From an optimization exercise on the open Yosys and OpenROAD flow, aimed at small area; shortcuts taken in it are not production practice.
The RTL was checked by simulation tests, not by an equivalence proof against the original design.
The clock port is modelled as an ideal driver; clocking choices that lean on that would not hold on a real chip.
No activity file was given, so power comes from the tool's default toggle rates.

Setup of v53:
==> flow/design.v (excerpt) <==
module line_buf_ctrl_top #(
    parameter HTOT = 80,   
    parameter HACT = 64    
)(
    input             clk,
    input             rstn,
    input             i_vsync,
    input             i_hsync,
    input             i_de,
    input       [9:0] i_r_data,
    input       [9:0] i_g_data,
    input       [9:0] i_b_data,
    output wire       o_vsync,
    output wire       o_hsync,
    output wire       o_de,
    output wire [9:0] o_r_data,
    output wire [9:0] o_g_data,
    output wire [9:0] o_b_data
);
    line_buf_ctrl #(
        .HTOT(HTOT),
        .HACT(HACT)
    ) u_line_buf_ctrl (
        .clk     (clk),
        .rstn    (rstn),
        .i_vsync (i_vsync),
        .i_hsync (i_hsync),
        .i_de    (i_de),
        .i_r_data(i_r_data),
        .i_g_data(i_g_data),
        .i_b_data(i_b_data),
        .o_vsync (o_vsync),
        .o_hsync (o_hsync),
        .o_de    (o_de),
        .o_r_data(o_r_data),
        .o_g_data(o_g_data),
        .o_b_data(o_b_data)
    );
endmodule
Size in the first run: about 5300 cells after synthesis, about 5300 flip-flops, ~68 I/O pins, about 110000 um2 of cells after synthesis.
Settings: LEC_CHECK=0, CAP_MARGIN=20, CORE_MARGIN=2, CORE_UTILIZATION=75, CTS_BUF_LIST=sky130_fd_sc_hd__clkbuf_16, CTS_CLUSTER_DIAMETER=60, CTS_CLUSTER_SIZE=34, PLACE_DENSITY=0.85, SLEW_MARGIN=20; clock period 10.0 ns.
run.sh (not shown) runs the stock make flow with config.mk's settings and CLKGATE_MAP_FILE= SYNTH_SCRIPT=/design/flow/synth_recipe.tcl, a recipe that flattens the netlist after the stock synthesis.
v53 is listed as incomplete: the tool reported an error in 4_1_cts and the run ended there.
Input-level comparison between v2 and v53:
Settings: CTS_BUF_LIST: sky130_fd_sc_hd__clkbuf_16 -> sky130_fd_sc_hd__clkbuf_4; CTS_CLUSTER_SIZE: 34 -> 10; CTS_CLUSTER_DIAMETER: 60 -> 40.
--- outcome ---
- Looking across v2 and v53, the single run that reached the end with no open violations was v2.
- Status(v53) = ERROR, stage = 4_1_cts
- Against v53, v2 reports a maximum level of the CTS H-tree that is higher.
- Compared to v53, v2 has number of CTS-inserted buffers 230% higher.
- Reported for v2 and v53, net count after synthesis turned out identical to the last digit.
- Comparing v2 against v53, there is no change at all in async set or reset register ratio after synthesis.
Modified inputs, v56 compared to v2
Settings: swapping 75 for 70 in CORE_UTILIZATION; swapping sky130_fd_sc_hd__clkbuf_4 for sky130_fd_sc_hd__clkbuf_16 in CTS_BUF_LIST; swapping 0.85 for 0.8 in PLACE_DENSITY; swapping 10 for 32 in CTS_CLUSTER_SIZE; swapping 40 for 60 in CTS_CLUSTER_DIAMETER.
### Flow results
Delta (v56 minus v2): met2 routing resource usage after global routing decreased by 2.0 points relative to the old numbers, post-synthesis xor/xnor area fraction held, multi-input logic area level, proportion of cell area occupied by registers fell by 0.78 points. Final hold slack in v56 is 21 ps above v2. The half-perimeter wire length of the detailed placement result in v56 sits 3600 um below the value recorded for v2. Total power: v56 above v2. v2 ended up with more cell instances than v56 did. Clock network fraction of design power, v2 and v56: lower on v2. Number of antenna violations at the first check in global routing in v56 vs v2: down 2. Utilization (lower): v56.
Relative to v56, the following input files were edited for v7:
Settings: a change of CORE_UTILIZATION from 70 to 75; a change of CTS_BUF_LIST from sky130_fd_sc_hd__clkbuf_16 to sky130_fd_sc_hd__clkbuf_8; a change of PLACE_DENSITY from 0.8 to 0.85; a change of CTS_CLUSTER_SIZE from 32 to 21; a change of CTS_CLUSTER_DIAMETER from 60 to 45.
Findings:
Layout filler cell count in v7 vs v56: down about 25%
v7 ended up with a higher share of the core filled with cells than v56 did.
Against v56, wire length in v7 came out worse.
The final reports for v7 and v56 show met1 routing resource usage after global routing higher in the former.
[v7] highest attainable clock frequency fell about 3% relative to v56
Delta (v7 minus v56): H-tree level count now larger, wire length of the first global-routing pass shows an increase of 11%, worst slew margin relative to its limit went down by 1.7 points, post-route fraction of the period consumed by the critical path went up by 1.4 points.

========
== build 4 ==
Starting RTL as in the previous note.
clock: 10.0 ns
lec_check: 0
cap_margin: 20
core_margin: 2
core_utilization: 75
cts_buf_list: sky130_fd_sc_hd__clkbuf_8
cts_cluster_diameter: 50
cts_cluster_size: 20
place_density: 0.85
slew_margin: 20
Build 4 finished end to end and its layout was clean on timing, DRC and antenna.
Here is what was changed in the inputs of build 14 compared with build 4.
Settings: swapping sky130_fd_sc_hd__clkbuf_8 for sky130_fd_sc_hd__clkbuf_16 in CTS_BUF_LIST; swapping 20 for 38 in CTS_CLUSTER_SIZE; swapping 75 for 65 in CORE_UTILIZATION; swapping 50 for 60 in CTS_CLUSTER_DIAMETER; swapping 0.85 for 0.75 in PLACE_DENSITY.
==> flow/flow/run.sh (new file) <==
#!/bin/bash
# The standard layout (the standard.sh: unchanged synthesis, floorplan, power grid,
# placement, CTS and routing) with two changes:
#  - the port buffers are the smallest buffer cell instead of the resizer's default pick;
#  - CTS inserts no dummy loads (the same CTS arguments as config.mk's settings otherwise).
# Make's full output goes to flow_make.log; each ORFS step keeps its own log under orfs/logs/.
set -euo pipefail
bash standard.sh finish \
  "BUFFER_PORTS_ARGS=-buffer_cell sky130_fd_sc_hd__buf_1" \
  "CTS_ARGS=-sink_clustering_enable -repair_clock_nets -dont_use_dummy_load -sink_clustering_size 38 -sink_clustering_max_diameter 60 -buf_list sky130_fd_sc_hd__clkbuf_16" \
  > flow_make.log 2>&1
==> flow/standard.sh (new file) <==
#!/bin/bash
# synth_recipe.tcl (not shown) runs the flow's synth.tcl, then flattens the netlist and writes it again
# the make line also repeats each setting of config.mk as NAME=value (left out here)
make -C /OpenROAD-flow-scripts/flow DESIGN_CONFIG=/design/flow/config.mk WORK_HOME=/design/flow/orfs CLKGATE_MAP_FILE= SYNTH_SCRIPT=/design/flow/synth_recipe.tcl "${@:-finish}"
removed: flow/run.sh
### Flow results
On synthesis-to-finish area growth, build 4 and build 14 are basically level.
Per the comparison of build 14 with build 4, wire length went down 14%; slack of the critical path went up 570 ps.
For build 4, the start point of the critical path was u_line_buf_ctrl.cnt[0], unlike build 14, where it was u_line_buf_ctrl.cnt[3].
#### Input delta (build 94 over build 14)
Settings: CTS_CLUSTER_SIZE now 20, was 38; CTS_CLUSTER_DIAMETER now 50, was 60; PLACE_DENSITY now 0.85, was 0.75; CORE_UTILIZATION now 75, was 65; CTS_BUF_LIST now sky130_fd_sc_hd__clkbuf_8, was sky130_fd_sc_hd__clkbuf_16.
==> flow/flow/run.sh <==
#!/bin/bash
# The standard layout (the standard.sh: unchanged synthesis, floorplan, power grid,
# placement, CTS and routing) with three changes:
#  - the port buffers are the smallest buffer cell instead of the resizer's default pick;
#  - CTS inserts no dummy loads (the same CTS arguments as config.mk's settings otherwise);
#  - after CTS, flow/post_cts.tcl upsizes any clock buffer whose flip-flop clock pins see
#    too high a slew.
# Make's full output goes to flow_make.log; each ORFS step keeps its own log under orfs/logs/.
set -euo pipefail
bash standard.sh finish \
  "BUFFER_PORTS_ARGS=-buffer_cell sky130_fd_sc_hd__buf_1" \
  "CTS_ARGS=-sink_clustering_enable -repair_clock_nets -dont_use_dummy_load -sink_clustering_size 20 -sink_clustering_max_diameter 50 -buf_list sky130_fd_sc_hd__clkbuf_8" \
  "POST_CTS_TCL=$PWD/flow/post_cts.tcl" \
  > flow_make.log 2>&1
==> flow/flow/post_cts.tcl (new file) <==
set target_ps 122.0
set ladder {sky130_fd_sc_hd__clkbuf_4 sky130_fd_sc_hd__clkbuf_8 sky130_fd_sc_hd__clkbuf_16}

proc load_slew_ps {inst} {
  set worst 0.0
  set opin [get_pins -of_objects $inst -filter "direction==output"]
  foreach p [get_pins -of_objects [get_nets -of_objects $opin] -filter "direction==input"] {
    foreach a {slew_max_rise slew_max_fall} {
      set s [expr {[sta::time_ui_sta [get_property $p $a]] * 1e12}]
      if {$s > $worst} { set worst $s }
    }
  }
  return $worst
}

for {set pass 0} {$pass < 12} {incr pass} {
  estimate_parasitics -placement
  set changed 0
  foreach inst [get_cells *] {
    set m [get_property $inst ref_name]
    set i [lsearch $ladder $m]
    if {$i < 0 || $i == [llength $ladder] - 1} continue
    set s [load_slew_ps $inst]
    if {$s > $target_ps} {
      set n [lindex $ladder [expr {$i + 1}]]
      puts "post_cts: [get_property $inst full_name] $m -> $n (load slew [format %.1f $s] ps)"
      replace_cell $inst $n
      incr changed
    }
  }
  puts "post_cts: pass $pass upsized $changed clock buffers"
  if {$changed == 0} break
  # Legalize before measuring again: moving a buffer changes its wires.
  detailed_placement
}

check_placement -verbose
estimate_parasitics -placement
[summary]
- Build 94 never completed; the flow aborted with a tool error in clock tree synthesis (4_1_cts).
- Clock sink count: build 94 vs build 14 — no meaningful difference
- Reported for build 94 and build 14, I/O pin count turned out identical to the last digit.
- From build 14 to build 94, post-synthesis sequential area ratio did not move at all.
- Going from build 14 to build 94, number of placed cells counting well taps shrank by a few percent.
- Build 14 → build 94: synthesized cell count shows no meaningful change, xor and xnor fraction of the mapped netlist area level.
- The final reports for build 94 and build 14 show weighted congestion at the end of routability-driven global placement higher in the former.
- Cell area after placement | build 94 below build 14
[inputs] build 63 vs build 94
Settings: CTS_CLUSTER_DIAMETER removed (was 50); CTS_CLUSTER_SIZE removed (was 20); CTS_BUF_LIST removed (was sky130_fd_sc_hd__clkbuf_8); PLACE_DENSITY removed (was 0.85); CORE_UTILIZATION changed from 75 to 45.
==> flow/run.sh (new file) <==
#!/bin/bash
# synth_recipe.tcl (not shown) runs the flow's synth.tcl, then flattens the netlist and writes it again
# the make line also repeats each setting of config.mk as NAME=value (left out here)
make -C /OpenROAD-flow-scripts/flow DESIGN_CONFIG=/design/flow/config.mk WORK_HOME=/design/flow/orfs CLKGATE_MAP_FILE= SYNTH_SCRIPT=/design/flow/synth_recipe.tcl finish
removed: flow/flow/run.sh
removed: flow/flow/post_cts.tcl
removed: flow/standard.sh
Build 63 finished end to end and its layout was clean on timing, DRC and antenna.
For number of placed cells counting well taps, dividing the value from build 63 by the value from build 94 gives 1.17.
Comparing build 94 and build 63, the higher sum of net half-perimeters after detailed placement was measured on build 94.
Delta(starting utilization of the core area, build 63 - build 94) < 0
From build 94 to build 63 the numbers moved as follows: total of flip-flops plus latches after synthesis comparable, number of core rows now larger, post-placement cell area now larger, area of the mapped netlist comparable.

==> afterwards: timing with drivers on the ports <==
The results above use ideal ports. As a check the final layouts listed here were re-extracted and re-timed, cells and wires unchanged. Step 1 (the two cells are an assumption about what drives the block):
set clk [get_ports {clk}]
set_driving_cell -lib_cell sky130_fd_sc_hd__clkbuf_16 $clk
set_driving_cell -lib_cell sky130_fd_sc_hd__buf_2 [delete_from_list [all_inputs] $clk]
Step 2 also shifts input and output timing later by t, the mid clock arrival at the registers, as if the neighbouring blocks saw the same clock. Slacks: no drivers / after step 1 / after step 2; pairs: no drivers / after step 1.
run | t, ns | setup slack, ns | worst setup path at the end | clock arrival spread, ns | worst slew at a driven data input, ns
v2 | 1.296 | 5.093 / 5.027 / 6.323 | register to output | 0.060 / 0.060 | 0.04
v56 | 0.883 | 5.488 / 5.416 / 6.300 | register to output | 0.031 / 0.031 | 0.04
v7 | 1.043 | 5.347 / 5.280 / 6.323 | register to output | 0.058 / 0.058 | 0.04
build 4 | 1.046 | 5.346 / 5.274 / 6.320 | register to output | 0.049 / 0.049 | 0.04
build 14 | 0.846 | 5.919 / 5.848 / 6.694 | register to output | 0.079 / 0.080 | 0.03
build 63 | 0.998 | 5.372 / 5.286 / 6.283 | register to output | 0.036 / 0.037 | 0.03
After both steps every run listed still meets setup and hold.
